From an optimization exercise on the open Yosys and OpenROAD flow, aimed at small area, a short achievable clock period and few clock cycles per item; shortcuts taken in it are not production practice. At most, simulation tests tie the RTL to the original design; equivalence was not proved. Power and IR drop assume default switching activity.

== the reference run ==
Design header_parser, start of the top module:
module header_parser (
    input  logic         clk,
    input  logic         rst_n,
    input  logic  [0:255]  in_data,
    input  logic  [31:0]   in_keep,
    input  logic           in_valid,
    input  logic           in_last,
    output logic  [0:255]  out_data,
    output logic  [0:31]   out_keep,
    output logic           out_valid,
    output logic           out_last,
    output logic           timestamp_valid,
    output logic  [31:0]   timestamp,
    input  logic           out_ready,
    output logic           in_ready,
    input  logic           cfg_we,
    input  logic  [3:0]    cfg_waddr,
    input  logic  [31:0]   cfg_wdata,
    input  logic  [3:0]    cfg_raddr,
    output logic  [31:0]   cfg_rdata
);
For scale: about 1,100 cells after synthesis, roughly 9400 um^2 of cells after synthesis.
==> module filter_config, before the edit <==
module filter_config (
    input  logic        clk,         
    input  logic        rst_n,       
    input  logic        cfg_we,      
    input  logic [3:0]  cfg_waddr,   
    input  logic [31:0] cfg_wdata,   
    input  logic [3:0]  cfg_raddr,   
    output logic [31:0] cfg_rdata,   
    output logic [47:0] local_mac,       
    output logic [15:0] ethertype,       
    output logic [7:0]  ip_protocol,     
    output logic [31:0] ip_base,         
    output logic [31:0] ip_mask,         
    output logic [15:0] udp_dst_port     
);
    logic [31:0] mac_lo;     
    logic [15:0] mac_hi;     
    always_ff @(posedge clk or negedge rst_n) begin
        if (!rst_n) begin
            mac_lo         <= 32'hDEADBEEF;   
            mac_hi         <= 16'hCAFE;       
            ethertype      <= 16'h0800;       
            ip_protocol    <= 8'h11;          
            ip_base        <= 32'h0A000100;   
            ip_mask        <= 32'hFFFFFFFC;   
            udp_dst_port   <= 16'd25565;      
        end else if (cfg_we) begin
            case (cfg_waddr)
                4'h0: mac_lo         <= cfg_wdata;            
                4'h1: mac_hi         <= cfg_wdata[15:0];      
                4'h2: ethertype      <= cfg_wdata[15:0];      
                4'h3: ip_protocol    <= cfg_wdata[7:0];       
                4'h4: ip_base        <= cfg_wdata;            
                4'h5: ip_mask        <= cfg_wdata;            
                4'h6: udp_dst_port   <= cfg_wdata[15:0];      
                default: ;                                    
            endcase
        end
    end
    logic [31:0] r01, r23, r45, r67, r03, r47;
    assign r01 = cfg_raddr[0] ? {16'h0, mac_hi} : mac_lo;
    assign r23 = cfg_raddr[0] ? {24'h0, ip_protocol} : {16'h0, ethertype};
    assign r45 = cfg_raddr[0] ? ip_mask : ip_base;
    assign r67 = cfg_raddr[0] ? 32'hDEADBEEF : {16'h0, udp_dst_port};
    assign r03 = cfg_raddr[1] ? r23 : r01;
    assign r47 = cfg_raddr[1] ? r67 : r45;
    assign cfg_rdata = cfg_raddr[3] ? 32'hDEADBEEF : (cfg_raddr[2] ? r47 : r03);
    assign local_mac = {mac_hi, mac_lo};
endmodule
==> module header_parser, before the edit <==
module header_parser (
    input  logic         clk,
    input  logic         rst_n,
    input  logic  [0:255]  in_data,
    input  logic  [31:0]   in_keep,
    input  logic           in_valid,
    input  logic           in_last,
    output logic  [0:255]  out_data,
    output logic  [0:31]   out_keep,
    output logic           out_valid,
    output logic           out_last,
    output logic           timestamp_valid,
    output logic  [31:0]   timestamp,
    input  logic           out_ready,
    output logic           in_ready,
    input  logic           cfg_we,
    input  logic  [3:0]    cfg_waddr,
    input  logic  [31:0]   cfg_wdata,
    input  logic  [3:0]    cfg_raddr,
    output logic  [31:0]   cfg_rdata
);
    localparam [31:0] HEADER_KEEP = 32'h0000_03FF;    
    typedef enum logic [1:0] {
        IDLE,     
        HDR1,     
        STREAM,   
        DROP      
    } parse_state;
    parse_state state, state_next;
    logic free, pass, b1;
    logic [255:0] d;
    assign d = in_data;
    logic beat0_ok, beat1_ok;
    filter_core my_filter_core (
        .clk,
        .rst_n,
        .data(d),
        .cfg_we,
        .cfg_waddr,
        .cfg_wdata,
        .cfg_raddr,
        .cfg_rdata,
        .beat0_ok,
        .beat1_ok
    );
    logic in_accept;
    assign in_accept = in_valid && in_ready;
    assign in_ready  = free || out_ready;
    assign out_valid = in_valid && (pass || (b1 && beat1_ok && !in_last));
    assign out_data  = in_data;
    assign out_keep  = b1 ? (in_keep & ~HEADER_KEEP) : in_keep;
    assign out_last  = in_last;
    always_comb begin
        state_next = state;
        case (state)
            IDLE:    if (in_accept) state_next = in_last ? IDLE : (beat0_ok ? HDR1 : DROP);
            HDR1:    if (in_accept) state_next = in_last ? IDLE : (beat1_ok ? STREAM : DROP);
            default: if (in_accept && in_last) state_next = IDLE;
        endcase
    end
    always_ff @(posedge clk or negedge rst_n) begin
        if (!rst_n) begin
            state           <= IDLE;
            free            <= 1'b1;
            pass            <= 1'b0;
            b1              <= 1'b0;
            timestamp_valid <= 1'b0;
        end else begin
            state           <= state_next;
            free            <= (state_next == IDLE) || (state_next == DROP);
            pass            <= (state_next == STREAM);
            b1              <= (state_next == HDR1);
            timestamp_valid <= in_accept && in_last && (state == STREAM);
        end
    end
    cycle_counter timestamper (
        .clk,
        .load(in_accept && state == IDLE),
        .cycle_count(timestamp)
    );
endmodule
==> flow/config.mk <==
export PLATFORM = sky130hd
export DESIGN_NAME = header_parser
export DESIGN_NICKNAME = header_parser
export VERILOG_FILES = /design/flow/design.v
export SDC_FILE = /design/flow/constraint.sdc
export NUM_CORES = 4
export LEC_CHECK = 0
export CAP_MARGIN = 20
export CORE_MARGIN = 2
export CORE_UTILIZATION = 25
export PLACE_DENSITY = 0.5
export SETUP_SLACK_MARGIN = 2.0
export SLEW_MARGIN = 20
==> flow/constraint.sdc <==
create_clock -name core_clock -period 5.0 [get_ports {clk}]
set_input_delay 1.0000 -clock core_clock [delete_from_list [all_inputs] [get_ports {clk}]]
set_output_delay 1.0000 -clock core_clock [all_outputs]
set_load 0.01 [all_outputs]
standard.sh (not shown) runs the stock make flow with config.mk's settings and CLKGATE_MAP_FILE= SYNTH_SCRIPT=/design/flow/synth_recipe.tcl, a recipe that flattens the netlist after the stock synthesis.
==> flow/flow/run.sh <==
#!/bin/bash
set -euo pipefail
cp standard.sh standard_sh.txt
export BUFFER_PORTS_ARGS="-buffer_cell sky130_fd_sc_hd__buf_1"
ARGS="IO_CONSTRAINTS=$PWD/flow/io.tcl"
bash standard.sh $ARGS synth > synth.log 2>&1
R=$PWD/orfs/results/$FLOW_PLATFORM/header_parser/base
cp $R/1_2_yosys.v standard_synth.v
python3 flow/rmux.py cut standard_synth.v cut.v > rmux_cut.log 2>&1
LIB=$FLOW_HOME/platforms/$FLOW_PLATFORM/lib/sky130_fd_sc_hd__tt_025C_1v80.lib \
IN=$PWD/cut.v OUT=$PWD/remapped.v TOP=$FLOW_TOP ABC_SCRIPT=$PWD/flow/remap.abc \
  yosys -c flow/remap.tcl > remap.log 2>&1
python3 flow/rmux.py add remapped.v final_synth.v > rmux_add.log 2>&1
cp final_synth.v $R/1_2_yosys.v
rm -f $R/1_synth.odb $R/1_synth.sdc
bash standard.sh $ARGS > standard.log 2>&1
Other scripts of this flow, unchanged in this note and not shown: flow/flow/io.tcl, flow/flow/remap.abc, flow/flow/remap.tcl, flow/flow/rmux.py
Relative to the reference run, the following input files were edited for the trial run:
diff --git a/flow/design.v b/flow/design.v
--- a/flow/design.v
+++ b/flow/design.v
@@ -48,12 +48,16 @@
         end
     end
-    logic [31:0] r01, r23, r45, r67, r03, r47;
-    assign r01 = cfg_raddr[0] ? {16'h0, mac_hi} : mac_lo;
-    assign r23 = cfg_raddr[0] ? {24'h0, ip_protocol} : {16'h0, ethertype};
-    assign r45 = cfg_raddr[0] ? ip_mask : ip_base;
-    assign r67 = cfg_raddr[0] ? 32'hDEADBEEF : {16'h0, udp_dst_port};
-    assign r03 = cfg_raddr[1] ? r23 : r01;
-    assign r47 = cfg_raddr[1] ? r67 : r45;
-    assign cfg_rdata = cfg_raddr[3] ? 32'hDEADBEEF : (cfg_raddr[2] ? r47 : r03);
+    always_comb begin
+        case (cfg_raddr)
+            4'h0: cfg_rdata = mac_lo;                         
+            4'h1: cfg_rdata = {16'h0, mac_hi};               
+            4'h2: cfg_rdata = {16'h0, ethertype};            
+            4'h3: cfg_rdata = {24'h0, ip_protocol};          
+            4'h4: cfg_rdata = ip_base;                       
+            4'h5: cfg_rdata = ip_mask;                       
+            4'h6: cfg_rdata = {16'h0, udp_dst_port};         
+            default: cfg_rdata = 32'hDEADBEEF;               
+        endcase
+    end
     assign local_mac = {mac_hi, mac_lo};
 endmodule
@@ -121,7 +125,9 @@
 );
     localparam [31:0] HEADER_KEEP = 32'h0000_03FF;    
-    typedef enum logic [1:0] {
+    typedef enum logic [2:0] {
         IDLE,     
         HDR1,     
+        HDR1_OK,  
+        HDR1_NG,  
         STREAM,   
         DROP      
@@ -146,6 +152,6 @@
     logic in_accept;
     assign in_accept = in_valid && in_ready;
-    assign in_ready  = free || out_ready;
-    assign out_valid = in_valid && (pass || (b1 && beat1_ok && !in_last));
+    assign in_ready  = free || (pass && out_ready);
+    assign out_valid = in_valid && pass;
     assign out_data  = in_data;
     assign out_keep  = b1 ? (in_keep & ~HEADER_KEEP) : in_keep;
@@ -155,5 +161,7 @@
         case (state)
             IDLE:    if (in_accept) state_next = in_last ? IDLE : (beat0_ok ? HDR1 : DROP);
-            HDR1:    if (in_accept) state_next = in_last ? IDLE : (beat1_ok ? STREAM : DROP);
+            HDR1:    if (in_valid)  state_next = (beat1_ok && !in_last) ? HDR1_OK : HDR1_NG;
+            HDR1_OK: if (in_accept) state_next = STREAM;    
+            HDR1_NG: if (in_accept) state_next = in_last ? IDLE : DROP;
             default: if (in_accept && in_last) state_next = IDLE;
         endcase
@@ -168,7 +176,7 @@
         end else begin
             state           <= state_next;
-            free            <= (state_next == IDLE) || (state_next == DROP);
-            pass            <= (state_next == STREAM);
-            b1              <= (state_next == HDR1);
+            free            <= (state_next == IDLE) || (state_next == HDR1_NG) || (state_next == DROP);
+            pass            <= (state_next == HDR1_OK) || (state_next == STREAM);
+            b1              <= (state_next == HDR1_OK);
             timestamp_valid <= in_accept && in_last && (state == STREAM);
         end
--- outcome ---
- Placer congestion estimate in the trial run is 0.051 above the reference run.
- Number of post-CTS setup repair buffers ended up 16 lower on the trial run than on the reference run.
- Height of the die delta (the reference run -> the trial run): insignificant
- Sort the trial run and the reference run by measured slew at the worst slew-check pin, ascending, and the trial run comes first.
- Post-synth net total, the trial run and the reference run: higher on the reference run
- Diff the reference run -> the trial run: growth of design area from synthesis to finish lost 7.4 points; number of filler cells placed in the layout picked up an extra 132; post-route worst setup slack picked up an extra 310 ps; global-route wire length before repair picked up an extra 760 um; number of cells produced by synthesis lost 11.
- Compared with the reference run, in the trial run detailed-route via count now sits lower; power share of the clock group now sits lower.
- Diff the reference run -> the trial run | sum of routed wire length over all layers | up slightly
- Est. power | the trial run vs the reference run | the trial run higher
Testbench counts of the trial run, summed over its fixed seeds: cycles 28,240, packets 2,400.
The RTL of the reference run was laid out without a check of its function.

==> what the ideal ports hide <==
No port has a modelled driver above. Below, the same layouts with a new extraction and two added sets of constraints. Step 1 (the two cells are an assumption about what drives the block):
set clk [get_ports {clk}]
set_driving_cell -lib_cell sky130_fd_sc_hd__clkbuf_16 $clk
set_driving_cell -lib_cell sky130_fd_sc_hd__buf_2 [delete_from_list [all_inputs] $clk]
Step 2, shift: input delay + t, output delay - t, t = (earliest + latest rising clock arrival at the registers) / 2. This alone moves slack from input paths to output paths. a / b / c = ideal / step 1 / step 2; a / b = the first two.
run | t (ns) | setup slack, ns | worst setup path after step 2 | latest minus earliest clock arrival (ns)
the reference run | 0.487 | 1.448 / 1.405 / 1.405 | input to output | 0.025 / 0.025
the trial run | 0.485 | 1.762 / 1.662 / 1.593 | input to register | 0.010 / 0.010
After both steps every run listed still meets setup and hold. For the trial run, which loses most, drivers alone change the setup slack by -0.100 ns; drivers and shift together by -0.169 ns.
